From an optimization exercise on the open Yosys and OpenROAD flow, aimed at small area, a short achievable clock period and few clock cycles per item; shortcuts taken in it are not production practice.
No functional check of the RTL was part of any run shown here.
In runs 1 to 3 the design's own scripts or RTL, not TritonCTS, make the clock network.
No driver is modelled on the clock port, so clock power and skew are understated where the tree is cut down; a real chip needs a root buffer or a tree.

### flow/flow/pre_cts.tcl
# Sourced by ORFS's cts.tcl (PRE_CTS_TCL) just before clock_tree_synthesis.
# The design is small, so instead of TritonCTS's tree (a root buffer, eight
# leaf buffers and dummy loads) the clock port drives NBUF buffers directly,
# each driving the registers of one vertical stripe of the core: sinks are
# sorted by x and split evenly, and each buffer sits at its sinks' centroid.
# Every register sees one buffer between the port and its clock pin.
set ::manual_cts_nbuf 2
set ::manual_cts_cell sky130_fd_sc_hd__clkbuf_16

proc manual_cts {nbuf cb} {
  set block [ord::get_db_block]
  set clknet [$block findNet clk]
  set master [[ord::get_db] findMaster $cb]
  set sinks {}
  foreach iterm [$clknet getITerms] {
    set bb [[$iterm getInst] getBBox]
    lappend sinks [list [expr {([$bb xMin] + [$bb xMax]) / 2}] \
      [expr {([$bb yMin] + [$bb yMax]) / 2}] $iterm]
  }
  set sinks [lsort -integer -index 0 $sinks]
  set n [llength $sinks]
  puts "manual_cts: $n sinks, $nbuf x $cb"
  for {set k 0} {$k < $nbuf} {incr k} {
    set lo [expr {$k * $n / $nbuf}]
    set hi [expr {($k + 1) * $n / $nbuf - 1}]
    set buf [odb::dbInst_create $block $master clkbuf_${k}_clk]
    set net [odb::dbNet_create $block clknet_${k}_clk]
    $net setSigType CLOCK
    set sx 0
    set sy 0
    set m 0
    foreach s [lrange $sinks $lo $hi] {
      lassign $s x y iterm
      incr sx $x
      incr sy $y
      incr m
      $iterm disconnect
      $iterm connect $net
    }
    [$buf findITerm A] connect $clknet
    [$buf findITerm X] connect $net
    $buf setLocation [expr {$sx / $m}] [expr {$sy / $m}]
    $buf setPlacementStatus PLACED
  }
  set_propagated_clock [all_clocks]
}

rename clock_tree_synthesis tritoncts_clock_tree_synthesis
proc clock_tree_synthesis {args} {
  manual_cts $::manual_cts_nbuf $::manual_cts_cell
}
### flow/flow/margin.txt
4.6
### flow/flow/run.sh
#!/bin/bash
set -euo pipefail
MARGIN=$(cat flow/margin.txt)
export PRE_CTS_TCL="$PWD/flow/pre_cts.tcl"
bash standard.sh "BUFFER_PORTS_ARGS=-buffer_cell sky130_fd_sc_hd__buf_1" \
  "SETUP_SLACK_MARGIN=$MARGIN" "PRE_CTS_TCL=$PRE_CTS_TCL" finish > standard.log 2>&1
### flow/constraint.sdc
create_clock -name core_clock -period 8.5 [get_ports {clk}]
set_input_delay 1.7000 -clock core_clock [delete_from_list [all_inputs] [get_ports {clk}]]
set_output_delay 1.7000 -clock core_clock [all_outputs]
set_load 0.01 [all_outputs]
### flow/design.v
`timescale 1ns / 1ps
module SquareRoot(outdata,checkflag,clk,rst,start,indata);
 input wire clk;
 input wire rst;
 input wire start;
 input wire [31:0] indata;
 output reg [15:0] outdata;    
 output reg checkflag;
 reg [13:0] h;       
 reg [15:0] r;       
 reg        neg;     
 reg        busy;
 reg [3:0]  c;       
 reg        late;    
 wire last = c[2] & ~c[1];       
 wire [6:1] ge;
 assign ge[1] = c[0] | late;
 assign ge[2] = c[1] | late;
 assign ge[3] = c[2] | late;
 assign ge[4] = c[3] | late;
 assign ge[5] = late;
 assign ge[6] = late & ~c[1];
 wire [15:0] m1, m2;
 assign m1[1:0] = 2'b11;
 assign m2[2:0] = 3'b111;
 genvar k;
 generate
    for (k = 2; k <= 13; k = k + 1) begin : mask1
        assign m1[k] = ge[k/2];
    end
    for (k = 3; k <= 14; k = k + 1) begin : mask2
        assign m2[k] = ge[(k-1)/2];
    end
 endgenerate
 assign m1[15:14] = 2'b00;
 assign m2[15] = 1'b0;
 wire [17:0] sa = {r, h[13], outdata[15]} + {(outdata & m1) ^ {16{~neg}}, 2'b11};
 wire [15:0] za = {outdata[14:0], ~sa[17]};
 wire [17:0] sum = {sa[15:0], h[12], outdata[14]} + {(za & m2) ^ {16{~sa[17]}}, 2'b11};
 function [4:0] first2;
    input [3:0] n;
    begin
    case (n)
    4'd0:  first2 = {2'd0, 3'd0};
    4'd1:  first2 = {2'd1, 3'd0};
    4'd2:  first2 = {2'd1, 3'd1};
    4'd3:  first2 = {2'd1, 3'd2};
    4'd4:  first2 = {2'd2, 3'd0};
    4'd5:  first2 = {2'd2, 3'd1};
    4'd6:  first2 = {2'd2, 3'd2};
    4'd7:  first2 = {2'd2, 3'd3};
    4'd8:  first2 = {2'd2, 3'd4};
    4'd9:  first2 = {2'd3, 3'd0};
    4'd10: first2 = {2'd3, 3'd1};
    4'd11: first2 = {2'd3, 3'd2};
    4'd12: first2 = {2'd3, 3'd3};
    4'd13: first2 = {2'd3, 3'd4};
    4'd14: first2 = {2'd3, 3'd5};
    default: first2 = {2'd3, 3'd6};
    endcase
    end
 endfunction
 wire [1:0] q0;
 wire [2:0] r0;
 assign {q0, r0} = first2(indata[31:28]);
 wire [13:0] hi_in, lo_in;
 generate
    for (k = 0; k < 14; k = k + 1) begin : split
        assign hi_in[k] = indata[2*k+1];
        assign lo_in[k] = indata[2*k];
    end
 endgenerate
 always @(posedge clk) begin
    if (!busy) begin
        h    <= hi_in;
        r    <= {13'd0, r0};
        neg  <= 1'b0;
        c    <= 4'd0;
        late <= 1'b0;
    end else begin
        h    <= {h[11:0], 2'b00};
        r    <= sum[15:0];
        neg  <= sum[17];
        c    <= {c[2:0], ~c[3]};
        late <= c[3] & (c[0] | c[2]);    
    end
 end
 always @(posedge clk) begin
    if (busy)
        outdata <= {za[14:0], ~sum[17]};
    else if (start)
        outdata <= {lo_in, q0};
 end
 always @(posedge clk) begin
    if (rst) begin
        busy      <= 1'b0;
        checkflag <= 1'b0;
    end else if (start & !busy) begin
        busy      <= 1'b1;
        checkflag <= 1'b0;
    end else if (busy & last) begin
        busy      <= 1'b0;
        checkflag <= 1'b1;
    end
 end
endmodule
### flow/config.mk
export PLATFORM = sky130hd
export DESIGN_NAME = SquareRoot
export DESIGN_NICKNAME = SquareRoot
export VERILOG_FILES = /design/flow/design.v
export SDC_FILE = /design/flow/constraint.sdc
export NUM_CORES = 4
export LEC_CHECK = 0
export CAP_MARGIN = 20
export CORE_MARGIN = 2
export CORE_UTILIZATION = 65
export SETUP_SLACK_MARGIN = 5
export SLEW_MARGIN = 20
### flow/standard.sh
#!/bin/bash
# synth_recipe.tcl (not shown) runs the flow's synth.tcl, then flattens the netlist and writes it again
# the make line also repeats each setting of config.mk as NAME=value (left out here)
make -C /OpenROAD-flow-scripts/flow DESIGN_CONFIG=/design/flow/config.mk WORK_HOME=/design/flow/orfs CLKGATE_MAP_FILE= SYNTH_SCRIPT=/design/flow/synth_recipe.tcl "${@:-finish}"
==> impl_metrics.py, run 1 <==
metrics = {
    "layout": {
        "layout_commonest_cell": "buf_1",
        "area_growth_pct": 20.7,
        "final-seq-area_um2": 1250,
        "drive_gt1_frac": 0.228,
        "mostFrequentLayoutCells": "buf_1 (51), ha_1 (35), dfxtp_1 (35), xnor2_1 (31), nor2_1 (31)",
        "fin_cells": 524,
        "nets": 527,
        "nFillCells": 340,
        "multi_input_area_um2": 2470,
        "diodes": 0,
    },
    "routing": {
        "vias_per_cell": 5.78,
        "wirelength_mm": 8.89,
        "drt_iter0_drc": 126,
        "wl_per_cell_um": 17.0,
        "vias": 3028,
        "dr.pass1.iters": 6,
        "remaining_drc_errors": 0,
        "ant_nets": 0,
    },
    "timing": {
        "timing.slew.headroom": 0.477,
        "maxSlewViolCount": 0,
        "clock_skew_ns": 0.0268,
        "finalSetupViolations": 0,
        "grt_setup_unrepaired": "true",
        "post-route-period-util": 0.599,
        "min_period_ns": 5.09,
        "worst_pin_slew_ns": 0.783,
        "finalHoldViolations": 0,
        "setup_slack_ns": 3.41,
        "max_freq_mhz": 197,
        "fin_setup_tns_ns": 0,
    },
    "die": {
        "die_x_um": 78.6,
        "core_area_um2": 5440,
        "initial_utilization": 0.665,
        "die_area_um2": 6180,
        "ios": 52,
        "row_count": 27,
        "die_h_um": 78.6,
    },
    "synthesis": {
        "ys.flop_type": "dfxtp_1",
        "synth-edff-count": 16,
        "postSynth.asyncResetShare": 0,
        "post_synth_num_cell_types": 48,
        "syn_area_per_cell_um2": 9.59,
        "syn_nets": 450,
        "netlist_area_um2": 3620,
        "ys_ff_latch": 54,
        "yosys_warnings": 1,
        "synth-seq-area-share": 0.343,
        "netlist_instances": 377,
    },
    "global_route": {
        "antenna_found_initial": 0,
        "grt_max_degree": 41,
        "gr-total-overflow": 0,
        "grt_usage": 0.275,
        "grt_pass1_wl_mm": 13.6,
        "grt_pass1_vias": 2911,
    },
    "critical_path": {
        "path_class": "reg2reg",
        "critPathMaxFanout": 6,
        "slowest_stage": "dfxtp_1",
        "crit_required_ns": 8.45,
        "start_kind": "register",
        "path_delay_family": "compound AO/OA/AOI/OAI gates",
        "critPathMaxStageDelay_ns": 0.45,
        "cp-end-kind": "register",
        "arrival_ns": 5.04,
        "critPathBufInv": 2,
        "cp_cell_sequence": "o21ai_4, xnor2_2, ha_1, a21oi_1, o211ai_1, a221oi_2, a211oi_2, o31a_1, buf_4, a311oi_4, buf_6, xor2_2, ha_4, a211o_1, a21oi_2, o21ai_2, a41oi_2, a211oi_2, or3_4, and3_4, o31a_1",
    },
    "flow_run": {
        "drv_cap": 0,
    },
    "cts": {
        "ctsHoldBuffers": 0,
        "insertion_delay_ns": 0.18,
        "clkTransAtPathRegs_ns": 0.12,
    },
    "hold_path": {
        "hold_path.class": "reg2reg",
    },
    "place": {
        "dp_cells": 491,
        "dp_hpwl_mm": 5.94,
        "io_buffers": 51,
        "post-place-ws_ns": 2.61,
        "place_congestion": 0.844,
    },
    "status": {
        "status": "timing/DRC/antenna clean",
    },
}
## logic make-up after synthesis
logic type	Yosys count	share of synthesized area
AOI/OAI and AO/OA	82	0.157
xor gates and xnor gates	47	0.114
adders and majority gates	38	0.131
buffers and inverters	27	0.0301
DFF	54	0.343
muxes	29	0.0893
and+or+nand+nor	100	0.135
## repair_timing
item	CTS	global route
pin swaps	20	21
setup buffers	24	7
hold endpoints to repair	0	0
endpoints found under the setup margin	15	15
resized for setup	12	15
## registers in the layout, summed over array words and instances, names as in the netlist
name / cells
checkflag: 1
late: 1
r: 16
neg: 1
outdata: 16
c: 4
busy: 1
h: 14
## synth_stat cells (all sizes together), types with 6 or more instances
cell type	count	share of area
a211oi	7	0.015
a21o	7	0.015
a21oi	15	0.022
buf	6	0.0083
dfxtp	38	0.21
edfxtp	16	0.13
ha	38	0.13
inv	16	0.017
mux2	26	0.081
nand2	25	0.026
nand3	6	0.0083
nor2	31	0.032
nor2b	7	0.012
nor3	11	0.017
o211ai	7	0.015
o21a	8	0.017
o21ai	23	0.032
xnor2	36	0.087
xor2	11	0.027
## worst paths after layout
check	from	endpoint	slack, ns	depth (start not counted)
worst max-delay path	c[0]	outdata[0]	3.41	21
worst min register to register	c[3]	c[0]	0.45	1
worst min-delay path	c[3]	c[0]	0.45	1
worst max register to register	c[0]	outdata[0]	3.41	21
## per-stage QoR
stage                     utilization  hold slack, ns  area [um2]
after CTS                       0.776           0.453        4220
after floorplan                     -           0.404        3710
after detailed placement        0.726           0.437        3950
final                           0.802           0.446        4360
after global routing            0.802           0.473        4360
after global placement          0.726           0.431        3950
## per-layer routing
| metal | vias up | wire length, um | GRT usage |
|---|---|---|---|
| met4 | 0 | 209 | 0.0509 |
| met5 | - | 0 | 0 |
| li1 | 1494 | - | - |
| met2 | 86 | 4300 | 0.493 |
| met3 | 17 | 412 | 0.0218 |
| met1 | 1431 | 3970 | 0.364 |
## cell type report
type	instances	area share
buffer	2	0.0115
inverter	17	0.0158
multi-input combinational	296	0.565
sequential	54	0.286
tap	72	0.0206
timing repair buffer	83	0.101
==> run 2: changes to the inputs <==
==> flow/design.v (replaced) <==
`timescale 1ns / 1ps
module SquareRoot(outdata,checkflag,clk,rst,start,indata);
 input wire clk;
 input wire rst;
 input wire start;
 input wire [31:0] indata;
 output reg [15:0] outdata;    
 output reg checkflag;
 reg [12:0] h;       
 reg [15:0] r;       
 reg        neg;     
 reg        busy;
 reg [6:0]  j;       
 reg        late;    
 wire last = j[5] & ~j[4];       
 wire [15:0] m;
 assign m[2:0] = 3'b111;
 genvar k;
 generate
    for (k = 3; k <= 9; k = k + 1) begin : mlo
        assign m[k] = j[k-3] | late;
    end
    for (k = 10; k <= 14; k = k + 1) begin : mhi
        assign m[k] = late & ~j[k-10];
    end
 endgenerate
 assign m[15] = 1'b0;
 wire [17:0] sum = {r, h[12], outdata[15]} + {(outdata & m) ^ {16{~neg}}, 2'b11};
 function [6:0] first3;
    input [5:0] n;
    begin
    case (n)
    6'd0: first3 = {3'd0, 4'd0};
    6'd1: first3 = {3'd1, 4'd0};
    6'd2: first3 = {3'd1, 4'd1};
    6'd3: first3 = {3'd1, 4'd2};
    6'd4: first3 = {3'd2, 4'd0};
    6'd5: first3 = {3'd2, 4'd1};
    6'd6: first3 = {3'd2, 4'd2};
    6'd7: first3 = {3'd2, 4'd3};
    6'd8: first3 = {3'd2, 4'd4};
    6'd9: first3 = {3'd3, 4'd0};
    6'd10: first3 = {3'd3, 4'd1};
    6'd11: first3 = {3'd3, 4'd2};
    6'd12: first3 = {3'd3, 4'd3};
    6'd13: first3 = {3'd3, 4'd4};
    6'd14: first3 = {3'd3, 4'd5};
    6'd15: first3 = {3'd3, 4'd6};
    6'd16: first3 = {3'd4, 4'd0};
    6'd17: first3 = {3'd4, 4'd1};
    6'd18: first3 = {3'd4, 4'd2};
    6'd19: first3 = {3'd4, 4'd3};
    6'd20: first3 = {3'd4, 4'd4};
    6'd21: first3 = {3'd4, 4'd5};
    6'd22: first3 = {3'd4, 4'd6};
    6'd23: first3 = {3'd4, 4'd7};
    6'd24: first3 = {3'd4, 4'd8};
    6'd25: first3 = {3'd5, 4'd0};
    6'd26: first3 = {3'd5, 4'd1};
    6'd27: first3 = {3'd5, 4'd2};
    6'd28: first3 = {3'd5, 4'd3};
    6'd29: first3 = {3'd5, 4'd4};
    6'd30: first3 = {3'd5, 4'd5};
    6'd31: first3 = {3'd5, 4'd6};
    6'd32: first3 = {3'd5, 4'd7};
    6'd33: first3 = {3'd5, 4'd8};
    6'd34: first3 = {3'd5, 4'd9};
    6'd35: first3 = {3'd5, 4'd10};
    6'd36: first3 = {3'd6, 4'd0};
    6'd37: first3 = {3'd6, 4'd1};
    6'd38: first3 = {3'd6, 4'd2};
    6'd39: first3 = {3'd6, 4'd3};
    6'd40: first3 = {3'd6, 4'd4};
    6'd41: first3 = {3'd6, 4'd5};
    6'd42: first3 = {3'd6, 4'd6};
    6'd43: first3 = {3'd6, 4'd7};
    6'd44: first3 = {3'd6, 4'd8};
    6'd45: first3 = {3'd6, 4'd9};
    6'd46: first3 = {3'd6, 4'd10};
    6'd47: first3 = {3'd6, 4'd11};
    6'd48: first3 = {3'd6, 4'd12};
    6'd49: first3 = {3'd7, 4'd0};
    6'd50: first3 = {3'd7, 4'd1};
    6'd51: first3 = {3'd7, 4'd2};
    6'd52: first3 = {3'd7, 4'd3};
    6'd53: first3 = {3'd7, 4'd4};
    6'd54: first3 = {3'd7, 4'd5};
    6'd55: first3 = {3'd7, 4'd6};
    6'd56: first3 = {3'd7, 4'd7};
    6'd57: first3 = {3'd7, 4'd8};
    6'd58: first3 = {3'd7, 4'd9};
    6'd59: first3 = {3'd7, 4'd10};
    6'd60: first3 = {3'd7, 4'd11};
    6'd61: first3 = {3'd7, 4'd12};
    6'd62: first3 = {3'd7, 4'd13};
    6'd63: first3 = {3'd7, 4'd14};
    endcase
    end
 endfunction
 wire [2:0] q0;
 wire [3:0] r0;
 assign {q0, r0} = first3(indata[31:26]);
 wire [12:0] hi_in, lo_in;
 generate
    for (k = 0; k < 13; k = k + 1) begin : split
        assign hi_in[k] = indata[2*k+1];
        assign lo_in[k] = indata[2*k];
    end
 endgenerate
 always @(posedge clk) begin
    if (!busy) begin
        h   <= hi_in;
        r   <= {12'd0, r0};
        neg <= 1'b0;
        j   <= 7'd0;
        late <= 1'b0;
    end else begin
        h   <= {h[11:0], 1'b0};
        r   <= sum[15:0];
        neg <= sum[17];
        j   <= {j[5:0], ~j[6]};
        late <= j[6] & j[4];             
    end
 end
 always @(posedge clk) begin
    if (busy)
        outdata <= {outdata[14:0], ~sum[17]};
    else if (start)
        outdata <= {lo_in, q0};
 end
 always @(posedge clk) begin
    if (rst) begin
        busy      <= 1'b0;
        checkflag <= 1'b0;
    end else if (start & !busy) begin
        busy      <= 1'b1;
        checkflag <= 1'b0;
    end else if (busy & last) begin
        busy      <= 1'b0;
        checkflag <= 1'b1;
    end
 end
endmodule
==> flow/flow/margin.txt (replaced) <==
5.8
--- a/flow/config.mk
+++ b/flow/config.mk
@@ -8,5 +8,5 @@
 export CAP_MARGIN = 20
 export CORE_MARGIN = 2
-export CORE_UTILIZATION = 65
+export CORE_UTILIZATION = 75
 export SETUP_SLACK_MARGIN = 5
 export SLEW_MARGIN = 20
==> run 2 against run 1 <==
Still clean on timing, DRC and antenna. Global-route usage is 0.74 points lower. Clock skew is 0.011 ns lower. Sequential cell count is 2 higher. Largest cell class unchanged.
==> impl_metrics.py, run 2 <==
metrics = {
    "die": {
        "die_area_um2": 4790,
        "die_x_um": 69.2,
        "die_h_um": 69.2,
        "row_count": 23,
        "ios": 52,
        "core_area_um2": 4060,
        "initial_utilization": 0.785,
    },
    "status": {
        "status": "timing/DRC/antenna clean",
    },
    "layout": {
        "layout_commonest_cell": "buf_1",
        "mostFrequentLayoutCells": "buf_1 (45), dfxtp_1 (37), mux2_2 (26), nor2_1 (22)",
        "nets": 421,
        "diodes": 0,
        "nFillCells": 224,
        "drive_gt1_frac": 0.149,
        "top_regs": "outdata (16), r (16), h (13)",
        "multi_input_area_um2": 1840,
        "final-seq-area_um2": 1280,
        "area_growth_pct": 9.93,
    },
    "critical_path": {
        "reg2reg_to": "outdata[0]",
        "start_kind": "input port",
        "crit_required_ns": 8.61,
        "r2r_setup_slack_ns": 5.98,
        "path_class": "in2reg",
        "critPathMaxFanout": 4,
        "arrival_ns": 2.84,
        "timing.rr.start": "neg",
        "cp-end-kind": "register",
        "rr_worst_depth": 7,
    },
    "routing": {
        "drt_iter0_drc": 187,
        "wirelength_mm": 6.84,
        "vias_per_cell": 6.24,
        "wl_per_cell_um": 16.6,
        "remaining_drc_errors": 0,
        "top_layer": "met4",
        "route.met3.wl_um": 380,
        "vias": 2571,
        "met1_length_mm": 3.05,
        "route.met2.wl_mm": 3.31,
        "dr.pass1.iters": 5,
        "ant_nets": 0,
    },
    "timing": {
        "min_period_ns": 2.73,
        "grt_setup_unrepaired": "true",
        "maxSlewViolCount": 0,
        "max_freq_mhz": 366,
        "clock_skew_ns": 0.0158,
        "timing.slew.headroom": 0.288,
        "finalSetupViolations": 0,
        "whs_ns": 0.444,
        "worst_pin_slew_ns": 1.07,
        "post-route-period-util": 0.322,
        "finalHoldViolations": 0,
        "fin_setup_tns_ns": 0,
    },
    "hold_path": {
        "min_delay_path_depth": 1,
        "hold_path.class": "reg2reg",
        "hold_start": "j[6]",
        "whs_endpoint": "j[0]",
    },
    "synthesis": {
        "post_synth_num_cell_types": 52,
        "yosysTopAreaCellShare": 0.251,
        "synth-edff-count": 16,
        "yosysMostFrequentCell": "dfxtp_1",
        "netlist_instances": 324,
        "syn_nets": 381,
        "synthTopCellsByArea": "dfxtp_1 (25%), edfxtp_1 (15%), mux2_2 (9.2%)",
        "synth_top_area_cell": "dfxtp_1",
        "synth-seq-area-share": 0.402,
        "ys.flop_type": "dfxtp_1",
        "netlist_area_um2": 3190,
        "ys_ff_latch": 56,
        "postSynth.asyncResetShare": 0,
        "synth_common_cells": "dfxtp_1 (40), mux2_2 (26), nor2_1 (23), ha_1 (22), o21ai_0 (22)",
        "syn_area_per_cell_um2": 9.84,
        "yosys_warnings": 1,
    },
    "cts": {
        "cts_setup_buffers": 0,
        "ctsHoldBuffers": 0,
        "insertion_delay_ns": 0.17,
        "clkTransAtPathRegs_ns": 0.11,
    },
    "global_route": {
        "grt_usage": 0.267,
        "grt_max_degree": 57,
        "grt_pass1_vias": 2328,
        "gr-total-overflow": 0,
        "antenna_found_initial": 0,
        "grt_pass1_wl_mm": 10.7,
    },
    "place": {
        "dp_hpwl_mm": 5.07,
        "place_congestion": 0.933,
        "io_buffers": 51,
    },
    "flow_run": {
        "drv_cap": 0,
    },
}
run 2: cell types whose count changed after synthesis, sizes merged, moves of 6 or more:
cell	delta
xnor2	-28
nand2	-10
nor2	-8
xor2	+6
o21a	-6
ha	-16
clkbuf	+9
run 2: cells by family (layout without fill, tap and decap cells):
group,after synthesis,count (layout),synth area share
and+or+nand+nor,78,78,0.125
muxes,30,30,0.104
DFF,56,56,0.402
xor gates and xnor gates,25,25,0.0687
buffers and inverters,31,69,0.0369
AOI/OAI and AO/OA,82,82,0.176
adders and majority gates,22,22,0.0864
run 2: worst max path at each step:
stage          cells after the start  startpoint  endpoint  slack, ns
2_1_floorplan                      6  indata[28]      r[0]       5.81
3_3_place_gp                       6  indata[30]      r[0]       5.42
3_5_place_dp                       6  indata[30]      r[0]       5.35
4_1_cts                            7  indata[26]      r[1]       5.78
5_1_grt                            7  indata[26]      r[0]       5.74
6_report                           7  indata[26]      r[1]       5.77
run 2: cell type report:
class	instances	share of cell area
Buffer	2	0.0143
Tap cell	50	0.0179
Sequential cell	56	0.367
Timing Repair Buffer	51	0.0575
Multi-Input combinational cell	237	0.526
Inverter	16	0.0171
run 2: metal layers:
layer | vias up | global-route usage
met1 | 1223 | 0.377
li1 | 1241 | -
met3 | 13 | 0.0218
met4 | 0 | 0.0370
met2 | 94 | 0.462
met5 | - | 0
run 2: worst max-delay path, stage by stage:
cell and delay (ns):
buf_2 0.13, inv_2 0.11, ha_4 0.22, a32oi_1 0.24
o311a_1 0.23, a311oi_2 0.05, a21oi_1 0.16
run 2: through the flow:
| stage | std cells | area, um2 | setup WS (ns) | utilization |
|---|---|---|---|---|
| global placement | 410 | 3380 | 5.42 | 0.834 |
| floorplan | 324 | 3190 | 5.81 | - |
| finish | 412 | 3500 | 5.77 | 0.863 |
| CTS | 412 | 3460 | 5.78 | 0.853 |
| detailed placement | 410 | 3380 | 5.35 | 0.834 |
| global route | 412 | 3500 | 5.74 | 0.863 |
run 2: timing repair:
| action | 4_1_cts | 5_1_grt |
|---|---|---|
| gates resized for setup | 12 | 12 |
| pin swaps | 2 | 2 |
| setup endpoints to repair | 9 | 6 |
| cloned | 0 | 0 |
==> run 3: changes to the inputs <==
--- a/flow/design.v
+++ b/flow/design.v
@@ -123,10 +123,11 @@
     end
  end
- always @(posedge clk) begin
-    if (busy)
-        outdata <= {outdata[14:0], ~sum[17]};
-    else if (start)
-        outdata <= {lo_in, q0};
- end
+ wire sel_shift = busy;
+ wire sel_load  = ~busy & start;
+ wire sel_hold  = ~busy & ~start;
+ always @(posedge clk)
+    outdata <= ({16{sel_shift}} & {outdata[14:0], ~sum[17]})
+             | ({16{sel_load}}  & {lo_in, q0})
+             | ({16{sel_hold}}  & outdata);
  always @(posedge clk) begin
     if (rst) begin
==> flow/flow/run.sh (replaced) <==
#!/bin/bash
set -euo pipefail
MARGIN=$(cat flow/margin.txt)
export PRE_CTS_TCL="$PWD/flow/pre_cts.tcl"
bash standard.sh "SYNTH_SCRIPT=$PWD/flow/synth.tcl" \
  "BUFFER_PORTS_ARGS=-buffer_cell sky130_fd_sc_hd__buf_1" \
  "SETUP_SLACK_MARGIN=$MARGIN" "PRE_CTS_TCL=$PRE_CTS_TCL" finish > standard.log 2>&1
==> flow/flow/abc.script (new file) <==
strash
dch -f
map -a
topo
stime -c
buffer -c
upsize -c
dnsize -c
==> flow/flow/margin.txt (replaced) <==
6.1
==> flow/flow/synth.tcl (new file) <==
# The standard synthesis (synth_recipe.tcl, which keeps the registers and
# their names), with ABC given flow/abc.script instead of ORFS's script.
set ::own_abc_script [file join [file dirname [file normalize [info script]]] abc.script]
proc abc {args} {
  set i [lsearch -exact $args -script]
  if {$i >= 0} { lset args [expr {$i + 1}] $::own_abc_script }
  yosys abc {*}$args
}
source [file join [file dirname [file dirname [file normalize [info script]]]] synth_recipe.tcl]
--- a/flow/config.mk
+++ b/flow/config.mk
@@ -6,7 +6,8 @@
 export NUM_CORES = 4
 export LEC_CHECK = 0
+export ABC_AREA = 1
 export CAP_MARGIN = 20
 export CORE_MARGIN = 2
-export CORE_UTILIZATION = 75
+export CORE_UTILIZATION = 55
 export SETUP_SLACK_MARGIN = 5
 export SLEW_MARGIN = 20
==> run 3 against run 2 <==
Still clean on timing, DRC and antenna. Sequential cell count stayed put. Global-route usage down 4.1 points. Via count is 12% higher. Hold slack worse by 0.0052 ns. Core utilization shrank 13 points. Synthesized area decreased by 6.9%. Die area is 25% higher. Routed wire length up 6.4%. Final area grew 6.9%. Critical endpoint unchanged.
==> impl_metrics.py, run 3 <==
metrics = {
    "routing": {
        "wirelength_mm": 7.28,
        "remaining_drc_errors": 0,
        "dr.pass1.iters": 4,
        "drt_iter0_drc": 154,
        "vias_per_cell": 5.44,
        "wl_per_cell_um": 13.8,
        "vias": 2874,
        "ant_nets": 0,
    },
    "synthesis": {
        "synth_common_cells": "nand2_1 (88), dfxtp_1 (56), inv_1 (37), nor2_1 (34), o21ai_0 (33)",
        "synth-edff-count": 0,
        "synthTopCellsByArea": "dfxtp_1 (38%), nand2_1 (11%), ha_1 (8.4%)",
        "netlist_instances": 396,
        "netlist_area_um2": 2970,
        "ys.flop_type": "dfxtp_1",
        "synth_top_area_cell": "dfxtp_1",
        "syn_nets": 451,
        "yosysMostFrequentCell": "nand2_1",
        "postSynth.asyncResetShare": 0,
        "post_synth_num_cell_types": 39,
        "syn_area_per_cell_um2": 7.49,
        "ys_ff_latch": 56,
        "synth-seq-area-share": 0.378,
        "yosys_warnings": 1,
        "yosysTopAreaCellShare": 0.378,
    },
    "timing": {
        "max_freq_mhz": 390,
        "fin_setup_tns_ns": 0,
        "min_period_ns": 2.57,
        "setup_slack_ns": 5.93,
        "finalHoldViolations": 0,
        "post-route-period-util": 0.302,
        "timing.slew.headroom": 0.733,
        "finalSetupViolations": 0,
        "clock_skew_ns": 0.0104,
        "worst_pin_slew_ns": 0.401,
        "maxSlewViolCount": 0,
        "grt_setup_unrepaired": "true",
    },
    "die": {
        "initial_utilization": 0.577,
        "row_count": 26,
        "die_h_um": 77.4,
        "die_area_um2": 5990,
        "core_area_um2": 5140,
        "die_x_um": 77.4,
        "ios": 52,
    },
    "hold_path": {
        "hold_path.class": "reg2reg",
    },
    "critical_path": {
        "arrival_ns": 2.68,
        "slowest_stage": "ha_4",
        "crit_required_ns": 8.61,
        "r2r_setup_slack_ns": 6.17,
        "cp-end-kind": "register",
        "critPathBufInv": 2,
        "path_class": "in2reg",
        "critPathMaxFanout": 4,
        "cp_cell_sequence": "buf_12, inv_12, ha_4, o21ai_4, a21oi_2, o221ai_1, nand2_1, nand2_1, nand2_1, o21ai_1",
        "start_kind": "input port",
        "critPathMaxStageDelay_ns": 0.24,
        "path_delay_family": "compound AO/OA/AOI/OAI gates",
        "crit_path_frequent_cell": "nand2_1",
    },
    "layout": {
        "top_regs": "outdata (16), r (16), h (13)",
        "final-seq-area_um2": 1150,
        "layout_commonest_cell": "nand2_1",
        "drive_gt1_frac": 0.221,
        "nFillCells": 474,
        "multi_input_area_um2": 1770,
        "nets": 515,
        "mostFrequentLayoutCells": "nand2_1 (85), dfxtp_1 (38), inv_1 (30), nor2_1 (29), buf_1 (29)",
        "diodes": 0,
        "area_growth_pct": 26.3,
    },
    "place": {
        "place_congestion": 0.876,
        "io_buffers": 51,
        "post-place-ws_ns": 5.40,
        "dp_hpwl_mm": 5.06,
    },
    "cts": {
        "insertion_delay_ns": 0.17,
        "clkTransAtPathRegs_ns": 0.11,
        "ctsHoldBuffers": 0,
    },
    "global_route": {
        "gr-total-overflow": 0,
        "grt_pass1_wl_mm": 11.5,
        "grt_pass1_vias": 2555,
        "grt_max_degree": 38,
        "antenna_found_initial": 0,
        "grt_usage": 0.226,
    },
    "status": {
        "status": "timing/DRC/antenna clean",
    },
    "flow_run": {
        "drv_cap": 0,
    },
}
[run 3: changes by cell type after synthesis, moves of 11 or more]
cell      previous run  this run
a22oi_1              1        14
dfxtp_1             40        56
edfxtp_1            16         0
inv_1               16        37
mux2_2              26         0
nand2_1             15        88
nor2_1              23        34
o21ai_0             22        33
[run 3: area by class of cell]
type                            count  share of cell area
Tap cell                           70              0.0234
Inverter                           40              0.0531
Buffer                              2              0.0134
Multi-Input combinational cell    286               0.474
Sequential cell                    56               0.308
Timing Repair Buffer               74               0.128
[run 3: kinds of logic after synthesis]
kind of cell | share of synthesized area
DFF | 0.378
adders and majority gates | 0.0844
and+or+nand+nor | 0.211
AOI/OAI and AO/OA | 0.204
buffers and inverters | 0.0688
xor gates and xnor gates | 0.0532
[run 3: timing repair]
item	CTS	global route
endpoints found under the hold margin	0	0
setup endpoints to repair	47	36
setup buffers	4	17
resized for setup	55	39
pin swaps	10	16
[run 3: worst register-to-register path, stage by stage, from the launching register on]
cell and delay, ns:
dfxtp_4 0.40, buf_4 0.14, xnor2_1 0.18, ha_1 0.31, a21oi_1 0.25, o31ai_4 0.13, a21oi_2 0.19, inv_1 0.07
a31oi_1 0.18, xor2_1 0.25, nand2_1 0.08, nand3_1 0.08
[run 3: per-stage QoR]
step	instances	hold WS, ns	cell area [um2]	utilization
global route	528	0.458	3740	0.729
CTS	511	0.440	3490	0.680
global placement	505	0.413	3290	0.641
detailed placement	505	0.415	3290	0.641
floorplan	396	0.403	3080	-
finish	528	0.439	3740	0.729
[run 3: worst paths after layout]
kind | endpoint | cells after the start | start
hold / removal | h[12] | 2 | h[11]
setup reg to reg | outdata[0] | 11 | neg
setup / recovery | r[1] | 10 | indata[27]
hold reg to reg | h[12] | 2 | h[11]
[run 3: routing by layer]
metal  up-vias  share of wire  routed length [um]  track usage
met5         -              0                   0            0
met4         0         0.0066                  48      0.00893
met3         8          0.037                 266       0.0198
met2        57           0.54                3930        0.441
met1      1351           0.42                3030        0.283
li1       1458              -                   -            -
==> run 4: changes to the inputs <==
--- a/flow/design.v
+++ b/flow/design.v
@@ -7,24 +7,10 @@
  output reg [15:0] outdata;    
  output reg checkflag;
- reg [12:0] h;       
+ reg [25:0] x;       
  reg [15:0] r;       
  reg        neg;     
- reg        busy;
- reg [6:0]  j;       
- reg        late;    
- wire last = j[5] & ~j[4];       
- wire [15:0] m;
- assign m[2:0] = 3'b111;
- genvar k;
- generate
-    for (k = 3; k <= 9; k = k + 1) begin : mlo
-        assign m[k] = j[k-3] | late;
-    end
-    for (k = 10; k <= 14; k = k + 1) begin : mhi
-        assign m[k] = late & ~j[k-10];
-    end
- endgenerate
- assign m[15] = 1'b0;
- wire [17:0] sum = {r, h[12], outdata[15]} + {(outdata & m) ^ {16{~neg}}, 2'b11};
+ reg [3:0]  cnt;     
+ wire idle = (cnt == 4'd0);
+ wire [17:0] sum = {r, x[25:24]} + {outdata ^ {16{~neg}}, 2'b11};
  function [6:0] first3;
     input [5:0] n;
@@ -101,43 +87,31 @@
  wire [3:0] r0;
  assign {q0, r0} = first3(indata[31:26]);
- wire [12:0] hi_in, lo_in;
- generate
-    for (k = 0; k < 13; k = k + 1) begin : split
-        assign hi_in[k] = indata[2*k+1];
-        assign lo_in[k] = indata[2*k];
-    end
- endgenerate
  always @(posedge clk) begin
-    if (!busy) begin
-        h   <= hi_in;
+    if (idle) begin
+        x   <= indata[25:0];
         r   <= {12'd0, r0};
         neg <= 1'b0;
-        j   <= 7'd0;
-        late <= 1'b0;
     end else begin
-        h   <= {h[11:0], 1'b0};
+        x   <= {x[23:0], 2'b00};
         r   <= sum[15:0];
         neg <= sum[17];
-        j   <= {j[5:0], ~j[6]};
-        late <= j[6] & j[4];             
     end
  end
- wire sel_shift = busy;
- wire sel_load  = ~busy & start;
- wire sel_hold  = ~busy & ~start;
- always @(posedge clk)
-    outdata <= ({16{sel_shift}} & {outdata[14:0], ~sum[17]})
-             | ({16{sel_load}}  & {lo_in, q0})
-             | ({16{sel_hold}}  & outdata);
+ always @(posedge clk) begin
+    if (!idle)
+        outdata <= {outdata[14:0], ~sum[17]};
+    else if (start)
+        outdata <= {13'd0, q0};
+ end
  always @(posedge clk) begin
     if (rst) begin
-        busy      <= 1'b0;
+        cnt       <= 4'd0;
         checkflag <= 1'b0;
-    end else if (start & !busy) begin
-        busy      <= 1'b1;
+    end else if (start & idle) begin
+        cnt       <= 4'd13;
         checkflag <= 1'b0;
-    end else if (busy & last) begin
-        busy      <= 1'b0;
-        checkflag <= 1'b1;
+    end else if (!idle) begin
+        cnt       <= cnt - 4'd1;
+        checkflag <= (cnt == 4'd1);
     end
  end
==> flow/flow/run.sh (replaced) <==
#!/bin/bash
set -euo pipefail
MARGIN=$(cat flow/margin.txt)
bash standard.sh "BUFFER_PORTS_ARGS=-buffer_cell sky130_fd_sc_hd__buf_1" \
  "SETUP_SLACK_MARGIN=$MARGIN" finish > standard.log 2>&1
==> flow/flow/margin.txt (replaced) <==
5.8
--- a/flow/config.mk
+++ b/flow/config.mk
@@ -6,8 +6,7 @@
 export NUM_CORES = 4
 export LEC_CHECK = 0
-export ABC_AREA = 1
 export CAP_MARGIN = 20
 export CORE_MARGIN = 2
-export CORE_UTILIZATION = 55
+export CORE_UTILIZATION = 75
 export SETUP_SLACK_MARGIN = 5
 export SLEW_MARGIN = 20
removed: flow/flow/abc.script
removed: flow/flow/pre_cts.tcl
removed: flow/flow/synth.tcl
==> run 4 against run 3 <==
Final area rose by 1.0%. Via count rose by 2.6%. Register-to-register slack got worse by 0.26 ns. Still clean on timing, DRC and antenna.
==> impl_metrics.py, run 4 <==
metrics = {
    "timing": {
        "timing.slew.headroom": 0.484,
        "grt_setup_unrepaired": "true",
        "post-route-period-util": 0.323,
        "fin_setup_tns_ns": 0,
        "finalHoldViolations": 0,
        "whs_ns": 0.421,
        "setup_slack_ns": 5.75,
        "clock_skew_ns": 0.00930,
        "finalSetupViolations": 0,
        "maxSlewViolCount": 0,
        "min_period_ns": 2.75,
        "max_freq_mhz": 364,
        "worst_pin_slew_ns": 0.773,
    },
    "critical_path": {
        "start_kind": "input port",
        "path_class": "in2reg",
        "timing.rr.start": "neg",
        "r2r_setup_slack_ns": 5.91,
        "crit_required_ns": 8.76,
        "rr_worst_depth": 8,
        "reg2reg_to": "outdata[0]",
        "critPathMaxFanout": 4,
        "cp-end-kind": "register",
        "arrival_ns": 3.00,
    },
    "global_route": {
        "antenna_found_initial": 0,
        "grt_usage": 0.306,
        "gr-total-overflow": 0,
        "grt_max_degree": 51,
        "grt_pass1_vias": 2729,
        "grt_pass1_wl_mm": 12.2,
    },
    "layout": {
        "drive_gt1_frac": 0.0909,
        "top_register": "x",
        "mostFrequentLayoutCells": "nand2_1 (86), dfxtp_1 (47), buf_1 (45), nor2_1 (25), a21oi_1 (25)",
        "top_regs": "x (26), outdata (16), r (16)",
        "area_growth_pct": 12.8,
        "diodes": 0,
        "largest_register_ffs": 26,
        "layout_commonest_cell": "nand2_1",
        "nets": 492,
        "stdcell_area_um2": 3780,
    },
    "hold_path": {
        "hold_path.class": "reg2reg",
        "whs_endpoint": "x[23]",
        "hold_start": "x[21]",
        "min_delay_path_depth": 2,
    },
    "cts": {
        "clkTransAtPathRegs_ns": 0.07,
        "cts_inserted_buffers": 9,
        "tritoncts": "done",
        "h-tree-depth": 3,
        "insertion_delay_ns": 0.34,
        "cts_buffer_depth": 2,
        "clock_sinks": 64,
        "cts-root-buf": "clkbuf_8",
    },
    "synthesis": {
        "synth_common_cells": "nand2_1 (86), dfxtp_1 (48), a21oi_1 (26), nor2_1 (26), ha_1 (22)",
        "syn_area_per_cell_um2": 8.69,
        "synth-seq-area-share": 0.430,
        "netlist_area_um2": 3350,
        "ys_ff_latch": 64,
        "netlist_instances": 386,
        "ys.flop_type": "dfxtp_1",
        "synth_top_area_cell": "dfxtp_1",
        "post_synth_num_cell_types": 50,
        "synth-edff-count": 16,
        "yosys_warnings": 1,
        "syn_nets": 443,
        "postSynth.asyncResetShare": 0,
        "synthTopCellsByArea": "dfxtp_1 (29%), edfxtp_1 (14%), nand2_1 (9.6%)",
        "yosysMostFrequentCell": "nand2_1",
        "yosysTopAreaCellShare": 0.287,
    },
    "routing": {
        "top_layer": "met4",
        "vias_per_cell": 6.00,
        "route.met2.wl_mm": 3.48,
        "remaining_drc_errors": 0,
        "wl_per_cell_um": 15.0,
        "route.met3.wl_um": 564,
        "vias": 2950,
        "ant_nets": 0,
        "drt_iter0_drc": 257,
        "dr.pass1.iters": 5,
        "wirelength_mm": 7.37,
        "met1_length_mm": 3.12,
    },
    "flow_run": {
        "drv_cap": 0,
    },
    "place": {
        "post-place-ws_ns": 5.26,
        "dp_hpwl_mm": 4.71,
        "io_buffers": 51,
        "dpl_cell_area_um2": 3540,
        "place_congestion": 0.890,
    },
    "die": {
        "core_area_um2": 4320,
        "ios": 52,
        "row_count": 24,
        "initial_utilization": 0.775,
        "die_x_um": 70.9,
        "die_h_um": 70.9,
        "die_area_um2": 5020,
    },
    "status": {
        "status": "timing/DRC/antenna clean",
    },
}
## run 4: cell count changes in the layout (fill, tap and decap cells not counted), moves of 9 or more
cell and change:
a22oi_1 -13, and2_1 +13, buf_1 +16, buf_4 -13, clkbuf_8 +10, dfxtp_1 +9, dfxtp_2 -14, edfxtp_1 +16
inv_1 -21, nand3_1 -9, o21ai_0 -16, xnor2_1 +15
## run 4: layer usage
metal  GRT usage  up-vias
li1            -     1417
met1       0.405     1353
met2       0.496      149
met3      0.0670       31
met4       0.115        0
met5           0        -
## run 4: layout make-up
type / instances / area [um2]
Tap cell: 52 / 65.1
Clock buffer: 13 / 149
Inverter: 11 / 41.3
Clock inverter: 3 / 17.5
Sequential cell: 64 / 1450
Timing Repair Buffer: 59 / 262
Fill cell: 243 / 541
Multi-Input combinational cell: 290 / 1800
## run 4: worst max-delay path by stage
stage                     cells past startpoint        from  slack, ns         end
final                                         8  indata[26]       5.75        r[3]
after global routing                          8  indata[26]       5.76        r[3]
after CTS                                     8         neg       5.74  outdata[0]
after detailed placement                      5  indata[30]       5.26  outdata[0]
after global placement                        5  indata[30]       5.34  outdata[0]
after floorplan                               6  indata[31]       5.77  outdata[0]
## run 4: through the flow
stage               instances   util
floorplan                 386      -
global placement          470  0.819
detailed placement        470  0.819
CTS                       486  0.861
global route              492  0.875
finish                    492  0.875
## run 4: kinds of logic (layout without fill, tap and decap cells)
family                     count (synthesis)  in the layout  share of synthesized area
xor gates and xnor gates                  30             30                     0.0784
adders and majority gates                 22             22                     0.0821
DFF                                       64             64                      0.430
muxes                                      3              3                     0.0108
and+or+nand+nor                          162            162                      0.218
AOI/OAI and AO/OA                         73             73                      0.138
buffers and inverters                     32             86                     0.0425
## run 4: what timing repair did
| item | CTS | global route |
|---|---|---|
| buffers inserted | 0 | 6 |
| hold buffers | 0 | 0 |
| resized for setup | 5 | 7 |
| endpoints found under the setup margin | 11 | 9 |
## run 4: critical path, stage by stage
cell	delay, ns
buf_1	0.18
inv_2	0.11
ha_1	0.25
nor3_1	0.21
a31oi_1	0.07
o22ai_1	0.19
nor2_1	0.10
a21oi_1	0.18

-- what the ideal ports hide --
The flow's constraints put no driver on any port. The routed layouts listed below were extracted and timed again, unchanged, in two steps. Step 1: set_driving_cell puts a clkbuf_16 on clk and a buf_2 on each other input, an assumption about the parent block. Step 2 times the ports against the registers' clock, not the clock port: input delays grow and output delays shrink by t, the midpoint of the rising clock arrivals with the driver on. Three values: ideal, step 1, step 2; two values: the first two.
| run | shift t [ns] | setup WS [ns] | worst hold slack (ns) | worst register clock-pin slew, ns |
|---|---|---|---|---|
| run 1 | 0.217 | 3.412 / 3.412 / 3.412 | 0.446 / 0.446 / 0.446 | 0.12 / 0.12 |
| run 2 | 0.207 | 5.766 / 5.791 / 5.584 | 0.444 / 0.444 / 0.444 | 0.11 / 0.11 |
| run 3 | 0.210 | 5.935 / 5.916 / 5.706 | 0.439 / 0.439 / 0.439 | 0.11 / 0.11 |
| run 4 | 0.360 | 5.755 / 5.760 / 5.399 | 0.421 / 0.421 / 0.421 | 0.07 / 0.07 |
After both steps every run listed still meets setup and hold. The setup slack of run 4, which loses most, moves by +0.005 ns with the drivers and by -0.356 ns with both steps.
